This design comes from an exercise in tuning for small area and a short achievable clock period on the open sky130 flow, not from production work. No functional check of the RTL was part of any run shown here. Power figures rest on the tool's default switching activity, not on a simulated workload.

==> flow/constraint.sdc <==
create_clock -name core_clock -period 10.0 [get_ports {clk}]
set_input_delay 2.0000 -clock core_clock [delete_from_list [all_inputs] [get_ports {clk}]]
set_output_delay 2.0000 -clock core_clock [all_outputs]
set_load 0.01 [all_outputs]
==> flow/config.mk <==
export PLATFORM = sky130hd
export DESIGN_NAME = lcm_32
export DESIGN_NICKNAME = lcm_32
export VERILOG_FILES = /design/flow/design.v
export SDC_FILE = /design/flow/constraint.sdc
export NUM_CORES = 4
export LEC_CHECK = 0
export CAP_MARGIN = 20
export CORE_MARGIN = 2
export CORE_UTILIZATION = 40
export SLEW_MARGIN = 20
==> flow/standard.sh <==
#!/bin/bash
# synth_recipe.tcl (not shown) runs the flow's synth.tcl, then flattens the netlist and writes it again
# the make line also repeats each setting of config.mk as NAME=value (left out here)
make -C /OpenROAD-flow-scripts/flow DESIGN_CONFIG=/design/flow/config.mk WORK_HOME=/design/flow/orfs CLKGATE_MAP_FILE= SYNTH_SCRIPT=/design/flow/synth_recipe.tcl "${@:-finish}"
==> flow/flow/run.sh <==
#!/bin/bash
# The standard layout (standard.sh: the standard flow's synthesis and ORFS steps, unchanged
# constraints), with ORFS's timing repair asked to leave a larger setup margin
# so that it works the paths below the design's clock period as well.
set -euo pipefail
MARGIN=${MARGIN:-7}
bash standard.sh SETUP_SLACK_MARGIN=$MARGIN TNS_END_PERCENT=100 finish > standard_flow.log 2>&1
==> flow/design.v <==
module lcm_prefix(input wire [32:0] g, input wire [32:0] p, output wire [32:0] c);
    wire g0_1 = g[1] | (p[1] & g[0]);
    wire p0_1 = p[1] & p[0];
    wire g0_3 = g[3] | (p[3] & g[2]);
    wire p0_3 = p[3] & p[2];
    wire g0_5 = g[5] | (p[5] & g[4]);
    wire p0_5 = p[5] & p[4];
    wire g0_7 = g[7] | (p[7] & g[6]);
    wire p0_7 = p[7] & p[6];
    wire g0_9 = g[9] | (p[9] & g[8]);
    wire p0_9 = p[9] & p[8];
    wire g0_11 = g[11] | (p[11] & g[10]);
    wire p0_11 = p[11] & p[10];
    wire g0_13 = g[13] | (p[13] & g[12]);
    wire p0_13 = p[13] & p[12];
    wire g0_15 = g[15] | (p[15] & g[14]);
    wire p0_15 = p[15] & p[14];
    wire g0_17 = g[17] | (p[17] & g[16]);
    wire p0_17 = p[17] & p[16];
    wire g0_19 = g[19] | (p[19] & g[18]);
    wire p0_19 = p[19] & p[18];
    wire g0_21 = g[21] | (p[21] & g[20]);
    wire p0_21 = p[21] & p[20];
    wire g0_23 = g[23] | (p[23] & g[22]);
    wire p0_23 = p[23] & p[22];
    wire g0_25 = g[25] | (p[25] & g[24]);
    wire p0_25 = p[25] & p[24];
    wire g0_27 = g[27] | (p[27] & g[26]);
    wire p0_27 = p[27] & p[26];
    wire g0_29 = g[29] | (p[29] & g[28]);
    wire p0_29 = p[29] & p[28];
    wire g0_31 = g[31] | (p[31] & g[30]);
    wire p0_31 = p[31] & p[30];
    wire g1_2 = g[2] | (p[2] & g0_1);
    wire p1_2 = p[2] & p0_1;
    wire g1_3 = g0_3 | (p0_3 & g0_1);
    wire p1_3 = p0_3 & p0_1;
    wire g1_6 = g[6] | (p[6] & g0_5);
    wire p1_6 = p[6] & p0_5;
    wire g1_7 = g0_7 | (p0_7 & g0_5);
    wire p1_7 = p0_7 & p0_5;
    wire g1_10 = g[10] | (p[10] & g0_9);
    wire p1_10 = p[10] & p0_9;
    wire g1_11 = g0_11 | (p0_11 & g0_9);
    wire p1_11 = p0_11 & p0_9;
    wire g1_14 = g[14] | (p[14] & g0_13);
    wire p1_14 = p[14] & p0_13;
    wire g1_15 = g0_15 | (p0_15 & g0_13);
    wire p1_15 = p0_15 & p0_13;
    wire g1_18 = g[18] | (p[18] & g0_17);
    wire p1_18 = p[18] & p0_17;
    wire g1_19 = g0_19 | (p0_19 & g0_17);
    wire p1_19 = p0_19 & p0_17;
    wire g1_22 = g[22] | (p[22] & g0_21);
    wire p1_22 = p[22] & p0_21;
    wire g1_23 = g0_23 | (p0_23 & g0_21);
    wire p1_23 = p0_23 & p0_21;
    wire g1_26 = g[26] | (p[26] & g0_25);
    wire p1_26 = p[26] & p0_25;
    wire g1_27 = g0_27 | (p0_27 & g0_25);
    wire p1_27 = p0_27 & p0_25;
    wire g1_30 = g[30] | (p[30] & g0_29);
    wire p1_30 = p[30] & p0_29;
    wire g1_31 = g0_31 | (p0_31 & g0_29);
    wire p1_31 = p0_31 & p0_29;
    wire g2_4 = g[4] | (p[4] & g1_3);
    wire p2_4 = p[4] & p1_3;
    wire g2_5 = g0_5 | (p0_5 & g1_3);
    wire p2_5 = p0_5 & p1_3;
    wire g2_6 = g1_6 | (p1_6 & g1_3);
    wire p2_6 = p1_6 & p1_3;
    wire g2_7 = g1_7 | (p1_7 & g1_3);
    wire p2_7 = p1_7 & p1_3;
    wire g2_12 = g[12] | (p[12] & g1_11);
    wire p2_12 = p[12] & p1_11;
    wire g2_13 = g0_13 | (p0_13 & g1_11);
    wire p2_13 = p0_13 & p1_11;
    wire g2_14 = g1_14 | (p1_14 & g1_11);
    wire p2_14 = p1_14 & p1_11;
    wire g2_15 = g1_15 | (p1_15 & g1_11);
    wire p2_15 = p1_15 & p1_11;
    wire g2_20 = g[20] | (p[20] & g1_19);
    wire p2_20 = p[20] & p1_19;
    wire g2_21 = g0_21 | (p0_21 & g1_19);
    wire p2_21 = p0_21 & p1_19;
    wire g2_22 = g1_22 | (p1_22 & g1_19);
    wire p2_22 = p1_22 & p1_19;
    wire g2_23 = g1_23 | (p1_23 & g1_19);
    wire p2_23 = p1_23 & p1_19;
    wire g2_28 = g[28] | (p[28] & g1_27);
    wire p2_28 = p[28] & p1_27;
    wire g2_29 = g0_29 | (p0_29 & g1_27);
    wire p2_29 = p0_29 & p1_27;
    wire g2_30 = g1_30 | (p1_30 & g1_27);
    wire p2_30 = p1_30 & p1_27;
    wire g2_31 = g1_31 | (p1_31 & g1_27);
    wire p2_31 = p1_31 & p1_27;
    wire g3_8 = g[8] | (p[8] & g2_7);
    wire p3_8 = p[8] & p2_7;
    wire g3_9 = g0_9 | (p0_9 & g2_7);
    wire p3_9 = p0_9 & p2_7;
    wire g3_10 = g1_10 | (p1_10 & g2_7);
    wire p3_10 = p1_10 & p2_7;
    wire g3_11 = g1_11 | (p1_11 & g2_7);
    wire p3_11 = p1_11 & p2_7;
    wire g3_12 = g2_12 | (p2_12 & g2_7);
    wire p3_12 = p2_12 & p2_7;
    wire g3_13 = g2_13 | (p2_13 & g2_7);
    wire p3_13 = p2_13 & p2_7;
    wire g3_14 = g2_14 | (p2_14 & g2_7);
    wire p3_14 = p2_14 & p2_7;
    wire g3_15 = g2_15 | (p2_15 & g2_7);
    wire p3_15 = p2_15 & p2_7;
    wire g3_24 = g[24] | (p[24] & g2_23);
    wire p3_24 = p[24] & p2_23;
    wire g3_25 = g0_25 | (p0_25 & g2_23);
    wire p3_25 = p0_25 & p2_23;
    wire g3_26 = g1_26 | (p1_26 & g2_23);
    wire p3_26 = p1_26 & p2_23;
    wire g3_27 = g1_27 | (p1_27 & g2_23);
    wire p3_27 = p1_27 & p2_23;
    wire g3_28 = g2_28 | (p2_28 & g2_23);
    wire p3_28 = p2_28 & p2_23;
    wire g3_29 = g2_29 | (p2_29 & g2_23);
    wire p3_29 = p2_29 & p2_23;
    wire g3_30 = g2_30 | (p2_30 & g2_23);
    wire p3_30 = p2_30 & p2_23;
    wire g3_31 = g2_31 | (p2_31 & g2_23);
    wire p3_31 = p2_31 & p2_23;
    wire g4_16 = g[16] | (p[16] & g3_15);
    wire p4_16 = p[16] & p3_15;
    wire g4_17 = g0_17 | (p0_17 & g3_15);
    wire p4_17 = p0_17 & p3_15;
    wire g4_18 = g1_18 | (p1_18 & g3_15);
    wire p4_18 = p1_18 & p3_15;
    wire g4_19 = g1_19 | (p1_19 & g3_15);
    wire p4_19 = p1_19 & p3_15;
    wire g4_20 = g2_20 | (p2_20 & g3_15);
    wire p4_20 = p2_20 & p3_15;
    wire g4_21 = g2_21 | (p2_21 & g3_15);
    wire p4_21 = p2_21 & p3_15;
    wire g4_22 = g2_22 | (p2_22 & g3_15);
    wire p4_22 = p2_22 & p3_15;
    wire g4_23 = g2_23 | (p2_23 & g3_15);
    wire p4_23 = p2_23 & p3_15;
    wire g4_24 = g3_24 | (p3_24 & g3_15);
    wire p4_24 = p3_24 & p3_15;
    wire g4_25 = g3_25 | (p3_25 & g3_15);
    wire p4_25 = p3_25 & p3_15;
    wire g4_26 = g3_26 | (p3_26 & g3_15);
    wire p4_26 = p3_26 & p3_15;
    wire g4_27 = g3_27 | (p3_27 & g3_15);
    wire p4_27 = p3_27 & p3_15;
    wire g4_28 = g3_28 | (p3_28 & g3_15);
    wire p4_28 = p3_28 & p3_15;
    wire g4_29 = g3_29 | (p3_29 & g3_15);
    wire p4_29 = p3_29 & p3_15;
    wire g4_30 = g3_30 | (p3_30 & g3_15);
    wire p4_30 = p3_30 & p3_15;
    wire g4_31 = g3_31 | (p3_31 & g3_15);
    wire p4_31 = p3_31 & p3_15;
    wire g5_32 = g[32] | (p[32] & g4_31);
    wire p5_32 = p[32] & p4_31;
    assign c = {g5_32, g4_31, g4_30, g4_29, g4_28, g4_27, g4_26, g4_25, g4_24, g4_23, g4_22, g4_21, g4_20, g4_19, g4_18, g4_17, g4_16, g3_15, g3_14, g3_13, g3_12, g3_11, g3_10, g3_9, g3_8, g2_7, g2_6, g2_5, g2_4, g1_3, g1_2, g0_1, g[0]};
endmodule
module lcm_32(
    input wire [32-1:0] ina, inb,
    input wire clk,
    input wire rst_n,
    output wire [64-1:0] result,
    output reg ready_n);
    reg        gcd_ph, div_ph, mul_ph;    
    reg [31:0] u, v, w;
    reg [5:0]  cnt;
    wire [31:0] y   = mul_ph ? (v & {32{w[0]}}) : (~v & {32{u[0]}});
    wire        cin = ~mul_ph & u[0];
    wire [32:0] c;    
    lcm_prefix pfx({u & y, cin}, {u ^ y, 1'b0}, c);
    wire [32:0] a   = {c[32], u ^ y ^ c[31:0]};
    wire [31:0] ash = {a[32] & mul_ph, a[31:1]};
    assign result = {u, w};
    always @(posedge clk) begin
        if (!rst_n) begin
            gcd_ph  <= 1'b1;
            div_ph  <= 1'b0;
            mul_ph  <= 1'b0;
            u       <= ina;
            v       <= inb;
            cnt     <= 6'd0;
            ready_n <= 1'b1;
        end else if (gcd_ph) begin
            if (u == 32'd0) begin
                u      <= ina;
                cnt[5] <= 1'b1;
                gcd_ph <= 1'b0;
                div_ph <= 1'b1;
            end else if (!u[0]) begin
                u <= ash;
                if (!v[0]) begin
                    v   <= v >> 1;
                    cnt <= cnt + 6'd1;
                end
            end else if (!v[0]) begin
                v <= v >> 1;
            end else if (a[32]) begin  
                u <= ash;
            end else begin
                u <= v;
                v <= u;
            end
        end else if (div_ph) begin
            u   <= ash;
            w   <= {u[0], w[31:1]};
            cnt <= cnt - 6'd1;
            if (cnt == 6'd1) begin
                v      <= inb;
                cnt    <= 6'd32;
                div_ph <= 1'b0;
                mul_ph <= 1'b1;
            end
        end else if (mul_ph) begin
            u   <= ash;
            w   <= {a[0], w[31:1]};
            cnt <= cnt - 6'd1;
            if (cnt == 6'd1) begin
                mul_ph  <= 1'b0;
                ready_n <= 1'b0;
            end
        end
    end
endmodule
==> flow_summary.yaml, run 1 <==
setup_path:
  rr_worst_depth: 25
  crit_fanout: 7
  crit_type: "flop to flop"
  crit_path_end_kind: "flop"
  r2r_end: "u[13]"
  timing.reg2reg.setup_slack_ps: 5700
  crit_start: "w[0]"
  required_ps: 10130
  arrival_ps: 4420
  r2r-start: "w[0]"
  startpoint_type: "flop"
synthesis:
  netlist_area_sq_um: 6880
  ys_warn_count: 1
  synth_top_area_frac: 0.419
  async_flop_share: 0
  synth_fp_nets: 852
  synth_seq_cells: 106
  synth_cells: 747
  yosysTopAreaCell: "edfxtp_1"
  synth_edf_count: 96
  ys_seq_area_frac: 0.448
  yosys-top-cells-area: "edfxtp_1 (42%), a21oi_1 (7.1%), o21ai_0 (6.2%)"
  yosys_most_used_dff: "edfxtp_1"
  synth.distinct_cells: 62
  avgSynthCellArea_sq_um: 9.21
cts:
  cts_inserted_buffers: 9
  cts-root-buf: "clkbuf_16"
  cts_sinks: 106
  clk_pin_slew_ps: 80
  clk_path_buf_depth: 2
  cts_tree: "done"
  ctsHoldBuffers: 0
  insertion_delay_ps: 370
  cts_htree_levels: 3
drt:
  wirelength_um: 27700
  dr_total_vias: 7519
  ant_nets: 0
  drcViolationCount: 0
  firstDrtPassIters: 6
  via_per_inst: 5.92
  drt-initial-drc-count: 697
  routedWlPerCell_um: 21.8
min_path:
  hold_class: "flop to flop"
  whs_path_depth: 0
  hold_end: "w[27]"
  hold_start: "w[28]"
timing:
  worst_slew_pin_slew_ps: 1080
  slew_headroom: 0.278
  skew_ps: 10.1
  rsz0062_at_grt: "yes"
  maxSlewViolCount: 0
  finalSetupViolations: 0
  fin_crit_sh: 0.430
  setup_tns_ps: 0
  hold_violations: 0
  fin_crit_ps: 4300
  fmax_mhz: 233
finish:
  fin_nets: 1150
  design_area_sq_um: 11000
  final_common_cell: "buf_4"
  final_core_util: 0.659
  area_delta_synth_final_pct: 60.0
  seqCellArea_sq_um: 3090
  antenna_cells: 0
  multi_input_area_sq_um: 4110
  final_cell_mix: "buf_4 (123), edfxtp_1 (96), a21oi_1 (89), buf_6 (73), nor2_1 (67)"
  drive_gt1_frac: 0.363
  fillerInstances: 1327
global_route:
  grt_usage: 0.294
  grt_max_degree: 53
  grt_antenna_before_repair: 0
  overflow: 0
  grt_use_met2: 0.483
  met3_usage: 0.0589
  grt_use_met1: 0.383
  grt_pass1_wl_um: 40600
  grt_pass1_vias: 7201
  grt.busiest_layer: "met2"
placed_design:
  dpl_cell_area_sq_um: 8470
  hpwlAfterDp_um: 15500
  gp_congestion: 0.891
  io_buffers: 130
power:
  power_density_nw_per_um2: 330
  clkPwrFrac: 0.107
  comb_power_share: 0.672
  p_leak_nw: 4.44
  seqPwrFrac: 0.221
  p_int_mw: 2.08
  p_switching_mw: 1.54
  ir_drop_uv: 148
  switching_share: 0.426
  total_power_mw: 3.62
floorplan:
  core_area_sq_um: 16700
  dieArea_sq_um: 18300
  pin_count: 131
  std_cell_rows: 47
  die_x_um: 135
  die_h_um: 135
  start_util: 0.412
job:
  maxCapViolations: 0
outcome:
  status: "no timing/DRC/antenna violations"
worst max-delay path, cell delays in order, from the launching register on:
cell and delay (ps):
edfxtp_1 410, and2_4 210, buf_12 140, buf_16 140
buf_4 140, nand2_2 60, o21ai_2 70, ha_4 280
nor2_1 50, nor2_2 120, a41oi_2 150, or3_1 370
nand2_2 120, a221o_1 190, nor2_2 60, fa_2 450
buf_4 160, buf_6 100, buf_6 100, and3_4 160
o21ai_2 110, nand3_2 110, nand2_1 100, o211ai_1 110
o221ai_2 80, nor2b_1 70
area by class of cell:
cell class	instances	share of cell area
multi-input cells	586	0.373
clock inverters	7	0.00808
inverters	17	0.00796
well taps	220	0.0250
flip-flops and latches	106	0.281
repair buffers	325	0.284
clock buffers	9	0.0205
worst max-delay path by stage:
stage | to | slack, ps | cells past startpoint
6_report | u[13] | 5700 | 25
5_1_grt | u[22] | 5540 | 19
4_1_cts | u[22] | 5810 | 19
3_5_place_dp | u[22] | 4430 | 17
3_3_place_gp | u[22] | 4710 | 17
2_1_floorplan | u[9] | 5850 | 20
through the flow:
stage | worst slack (ps) | hold slack [ps] | std cells
6_report | 5700 | 456 | 1270
5_1_grt | 5540 | 466 | 1270
4_1_cts | 5810 | 457 | 1232
3_5_place_dp | 4430 | 431 | 1062
3_3_place_gp | 4710 | 434 | 1062
2_1_floorplan | 5850 | 443 | 747
sequential cells by signal (all words and copies together), names as in the netlist:
signal	cells
v	32
w	32
cnt	6
mul_ph	1
div_ph	1
u	32
ready_n	1
gcd_ph	1
synthesized netlist by cell type, types with 6 or more instances:
cell	n
a21oi_1	98
edfxtp_1	96
o21ai_0	85
nor2_1	75
nand2_1	71
clkbuf_1	35
ha_1	33
nor2b_1	33
inv_1	15
a22oi_1	14
xnor2_1	12
a31oi_1	10
dfxtp_1	10
nor4_1	9
a211oi_1	8
and3_1	8
nand3_1	8
xor2_1	7
and2_1	6
fa_1	6
nand2b_1	6
o211ai_1	6
o31ai_1	6
power by group through the flow:
| stage | registers (mW) | clock network [mW] | logic, mW |
|---|---|---|---|
| global placement | 0.851 | 0 | 1.44 |
| finish | 0.801 | 0.387 | 2.44 |
| detailed placement | 0.848 | 0 | 1.46 |
| CTS | 0.778 | 0.392 | 2.07 |
| global route | 0.813 | 0.408 | 2.59 |
| floorplan | 0.796 | 0 | 1.04 |
repair_timing:
action,4_1_cts,5_1_grt
endpoints found under the hold margin,0,0
setup buffers,143,36
setup endpoints to repair,225,132
pin swaps,34,57
cloned,11,2
resized for setup,369,106
per-layer routing:
metal / vias to the layer above / share of wire / wire [um]
met1: 3651 / 0.41 / 11200
met3: 80 / 0.083 / 2290
met2: 391 / 0.47 / 13100
met4: 0 / 0.041 / 1120
li1: 3397 / - / -
met5: - / 0 / 0
kinds of logic after synthesis:
logic type / Yosys count / share of synthesized area
xor+xnor: 19 / 0.0242
simple gates: 246 / 0.173
compound gates: 274 / 0.238
buf+inv: 60 / 0.0346
flops: 106 / 0.448
mux: 3 / 0.00437
fa+ha+maj: 39 / 0.0775
==> run 2: changes to the inputs <==
--- a/flow/design.v
+++ b/flow/design.v
@@ -1,2 +1,2 @@
-module lcm_prefix(input wire [32:0] g, input wire [32:0] p, output wire [32:0] c);
+module lcm_prefix(input wire [31:0] g, input wire [31:0] p, output wire [31:0] c);
     wire g0_1 = g[1] | (p[1] & g[0]);
@@ -161,5 +161,3 @@
     wire p4_31 = p3_31 & p3_15;
-    wire g5_32 = g[32] | (p[32] & g4_31);
-    wire p5_32 = p[32] & p4_31;
-    assign c = {g5_32, g4_31, g4_30, g4_29, g4_28, g4_27, g4_26, g4_25, g4_24, g4_23, g4_22, g4_21, g4_20, g4_19, g4_18, g4_17, g4_16, g3_15, g3_14, g3_13, g3_12, g3_11, g3_10, g3_9, g3_8, g2_7, g2_6, g2_5, g2_4, g1_3, g1_2, g0_1, g[0]};
+    assign c = {g4_31, g4_30, g4_29, g4_28, g4_27, g4_26, g4_25, g4_24, g4_23, g4_22, g4_21, g4_20, g4_19, g4_18, g4_17, g4_16, g3_15, g3_14, g3_13, g3_12, g3_11, g3_10, g3_9, g3_8, g2_7, g2_6, g2_5, g2_4, g1_3, g1_2, g0_1, g[0]};
 endmodule
@@ -174,11 +172,28 @@
     reg [5:0]  cnt;
-    wire [31:0] y   = mul_ph ? (v & {32{w[0]}}) : (~v & {32{u[0]}});
-    wire        cin = ~mul_ph & u[0];
-    wire [32:0] c;    
-    lcm_prefix pfx({u & y, cin}, {u ^ y, 1'b0}, c);
-    wire [32:0] a   = {c[32], u ^ y ^ c[31:0]};
+    reg        rst_q;
+    reg         add_q, sub_q;
+    wire [31:0] y   = ({32{add_q}} & v) | ({32{sub_q}} & {~v[31:1], 1'b1});
+    wire [31:0] c;
+    lcm_prefix pfx(u & y, u | y, c);
+    wire [32:0] a   = {c[31], u ^ y ^ {c[30:0], 1'b0}};
     wire [31:0] ash = {a[32] & mul_ph, a[31:1]};
     assign result = {u, w};
+    wire u0_nx  = !rst_q ? ina[0] :
+                  gcd_ph ? ((u == 32'd0) ? ina[0] : (!u[0] || (v[0] && a[32])) ? a[1] : 1'b1) :
+                  (div_ph || mul_ph) ? a[1] : u[0];
+    wire w0_nx  = (div_ph || mul_ph) ? w[1] : w[0];
+    wire mul_nx = rst_q && ((div_ph && cnt == 6'd1) || (mul_ph && cnt != 6'd1));
     always @(posedge clk) begin
-        if (!rst_n) begin
+        add_q <= mul_nx & w0_nx;
+        sub_q <= ~mul_nx & u0_nx;
+    end
+    always @(posedge clk) begin
+        rst_q <= rst_n;
+        if (!rst_n || !rst_q)
+            ready_n <= 1'b1;
+        else if (mul_ph && cnt == 6'd1)
+            ready_n <= 1'b0;
+    end
+    always @(posedge clk) begin
+        if (!rst_q) begin
             gcd_ph  <= 1'b1;
@@ -189,3 +204,2 @@
             cnt     <= 6'd0;
-            ready_n <= 1'b1;
         end else if (gcd_ph) begin
@@ -224,6 +238,3 @@
             cnt <= cnt - 6'd1;
-            if (cnt == 6'd1) begin
-                mul_ph  <= 1'b0;
-                ready_n <= 1'b0;
-            end
+            if (cnt == 6'd1) mul_ph <= 1'b0;
         end
==> flow/flow/run.sh (replaced) <==
#!/bin/bash
# The standard layout (standard.sh: the standard flow's synthesis and the ORFS steps, with
# the design's constraints unchanged), with two settings changed:
#  - ORFS's timing repair is asked to leave a setup margin, so that it also
#    works the paths that already meet the design's clock period;
#  - the buffer put on every input and output port is buf_1.
# standard.sh's full output goes to standard_flow.log.
set -euo pipefail
MARGIN=${MARGIN:-6.8}
bash standard.sh \
    SETUP_SLACK_MARGIN=$MARGIN \
    TNS_END_PERCENT=100 \
    "BUFFER_PORTS_ARGS=-buffer_cell sky130_fd_sc_hd__buf_1" \
    finish > standard_flow.log 2>&1
==> run 2 against run 1 <==
Against the previous run: still clean on timing, DRC and antenna; non-clock buffer count fell by 145; clock skew fell by 0.80 ps; cell count fell by 9.3%; sequential power rose by 6.6%; die area rose by 7.0%; setup slack improved by 1000 ps; worst hold slack got worse by 2.3 ps; combinational power fell by 28%; register-to-register slack improved by 1000 ps; clock power rose by 1%; via count fell by 15%; critical path type unchanged; critical endpoint is now u[19]; highest routed layer unchanged.
==> flow_summary.yaml, run 2 <==
finish:
  drive_gt1_frac: 0.137
  final_core_util: 0.509
  largestRegisters: "u x32, v x32, w x32"
  antenna_cells: 0
  fin_nets: 1053
  stdcell_count: 1152
  area_delta_synth_final_pct: 24.5
  design_area_sq_um: 9180
  final_common_cell: "buf_1"
  final_cell_mix: "buf_1 (130), edfxtp_1 (96), inv_1 (86), nor2_1 (72), a21oi_1 (70)"
setup_path:
  crit_fanout: 5
  crit_type: "flop to flop"
  timing.reg2reg.setup_slack_ps: 6740
  startpoint_type: "flop"
  r2r_end: "u[19]"
  required_ps: 10120
  crit_start: "add_q"
  critPathCapture: "u[19]"
  rr_worst_depth: 15
  arrival_ps: 3380
  r2r-start: "add_q"
  crit_path_end_kind: "flop"
synthesis:
  synth_fp_nets: 893
  yosys_most_used_dff: "edfxtp_1"
  synth_top_area_frac: 0.391
  async_flop_share: 0
  synth.distinct_cells: 65
  avgSynthCellArea_sq_um: 9.72
  yosysMostFrequentCell: "edfxtp_1"
  synth_edf_count: 96
  synth_cells: 758
  yosys-top-cells-area: "edfxtp_1 (39%), ha_1 (11%), a21oi_1 (5.2%)"
  yosysTopAreaCell: "edfxtp_1"
  synth_seq_cells: 109
  ys_seq_area_frac: 0.426
  netlist_area_sq_um: 7370
  ys_warn_count: 1
  synth_top_cells_by_count: "edfxtp_1 (96), inv_1 (87), nor2_1 (79)"
power:
  clkPwrFrac: 0.130
  switching_share: 0.453
  power_density_nw_per_um2: 327
  seqPwrFrac: 0.284
  comb_power_share: 0.585
  p_int_mw: 1.64
  p_switching_mw: 1.36
  ir_drop_uv: 142
  total_power_mw: 3.00
  p_leak_nw: 3.71
cts:
  cts_sinks: 109
  insertion_delay_ps: 360
  cts_htree_levels: 3
  clk_path_buf_depth: 2
  cts_inserted_buffers: 9
  ctsHoldBuffers: 0
  clk_pin_slew_ps: 90
  cts_tree: "done"
  cts-root-buf: "clkbuf_16"
placed_design:
  io_buffers: 130
  pre_cts_ws_ps: 6000
  dpl_cell_area_sq_um: 8120
  dp_cells: 1093
  hpwlAfterDp_um: 14600
  gp_congestion: 0.845
timing:
  fmax_mhz: 307
  worst_slew_pin_slew_ps: 882
  fin_crit_ps: 3260
  skew_ps: 9.34
  whs_ps: 454
  maxSlewViolCount: 0
  fin_crit_sh: 0.326
  hold_violations: 0
  rsz0062_at_grt: "yes"
  fin_ws_ps: 6740
  finalSetupViolations: 0
  setup_tns_ps: 0
  slew_headroom: 0.411
job:
  maxCapViolations: 0
drt:
  dr_total_vias: 6364
  drcViolationCount: 0
  drt-initial-drc-count: 452
  routedWlPerCell_um: 19.1
  wirelength_um: 22000
  via_per_inst: 5.52
  firstDrtPassIters: 5
  ant_nets: 0
floorplan:
  pin_count: 131
  dieArea_sq_um: 19500
  core_area_sq_um: 18000
  start_util: 0.409
  std_cell_rows: 49
  die_h_um: 140
  die_x_um: 140
global_route:
  overflow: 0
  grt_max_degree: 65
  grt_pass1_wl_um: 33300
  grt_antenna_before_repair: 0
  grt_usage: 0.218
  grt_pass1_vias: 5953
outcome:
  status: "no timing/DRC/antenna violations"
min_path:
  hold_class: "flop to flop"
## run 2: cell types whose count changed after synthesis, moves of 21 or more
cell	before	now
a21oi_1	98	76
a22oi_1	14	35
ha_1	33	64
inv_1	15	87
mux2i_1	3	32
nand2_1	71	40
nor2b_1	33	6
nor3_1	5	27
o21ai_0	85	27
## run 2: final cells by class
| type | count | area, sq um |
|---|---|---|
| Sequential cell | 109 | 3150 |
| Timing Repair Buffer | 180 | 1040 |
| Fill cell | 1721 | 8850 |
| Inverter | 89 | 334 |
| Tap cell | 229 | 287 |
| Clock inverter | 7 | 104 |
| Multi-Input combinational cell | 529 | 4030 |
| Clock buffer | 9 | 225 |
## run 2: cells by family after synthesis
logic type / synth area share
AO/OA/AOI/OAI: 0.186
XOR/XNOR: 0.0261
adder cells (fa/ha/maj): 0.122
buffers and inverters: 0.0643
flip-flops: 0.426
multiplexers: 0.0450
AND/OR/NAND/NOR: 0.130
## run 2: how the worst min path moves through the flow
stage,to,startpoint,depth (start not counted)
2_1_floorplan,cnt[5],cnt[5],2
3_3_place_gp,w[14],w[15],0
3_5_place_dp,w[11],w[12],0
4_1_cts,w[9],w[10],0
5_1_grt,w[13],w[14],0
6_report,w[9],w[10],0
## run 2: timing repair
| item | CTS | global route |
|---|---|---|
| cloned | 1 | 4 |
| pin swaps | 4 | 23 |
| buffers inserted | 15 | 23 |
| gates resized for setup | 12 | 64 |
| setup endpoints to repair | 63 | 61 |
## run 2: power groups by stage
stage | combinational, mW | sequential (mW) | clock (mW)
6_report | 1.76 | 0.854 | 0.391
5_1_grt | 1.93 | 0.868 | 0.418
4_1_cts | 1.50 | 0.850 | 0.400
3_5_place_dp | 1.38 | 0.877 | 0
3_3_place_gp | 1.37 | 0.880 | 0
2_1_floorplan | 1.05 | 0.817 | 0
## run 2: per-layer routing
metal | wire length, um | GRT usage
met4 | 337 | 0.0474
met1 | 9990 | 0.306
met2 | 10500 | 0.355
met3 | 1160 | 0.0379
met5 | 0 | 0
## run 2: critical path, stage by stage (launching register included)
cell	delay [ps]
dfxtp_4	390
a21o_1	120
ha_2	160
inv_2	40
fa_2	380
nor2_4	130
o311ai_4	130
a31oi_4	270
a22oi_4	130
a21oi_4	240
o21bai_4	110
nor3b_4	170
buf_12	150
buf_4	160
clkbuf_16	160
a221o_1	280

-- separate check: timing with driven ports --
Ports are ideal in the flow. The routed layouts listed here were re-timed in OpenROAD.
Step 1 assumes that a clkbuf_16 drives the clock port and a buf_2 every other input.
Step 2 adds t to the input delays and takes it off the output delays; t is the mean of the earliest and latest rising clock arrival at the registers after step 1. Input paths then give back, and output paths get back, about the clock's delay inside the block.
Slacks: no drivers / after step 1 / after step 2; pairs: no drivers / after step 1.
| run | shift t [ns] | setup WS [ns] | clock arrival spread, ns | cell pins on the clock port's net |
|---|---|---|---|---|
| run 1 | 0.410 | 5.703 / 5.703 / 5.703 | 0.011 / 0.011 | 1 |
| run 2 | 0.405 | 6.738 / 6.738 / 6.738 | 0.009 / 0.010 | 1 |
After both steps every run listed still meets setup and hold.
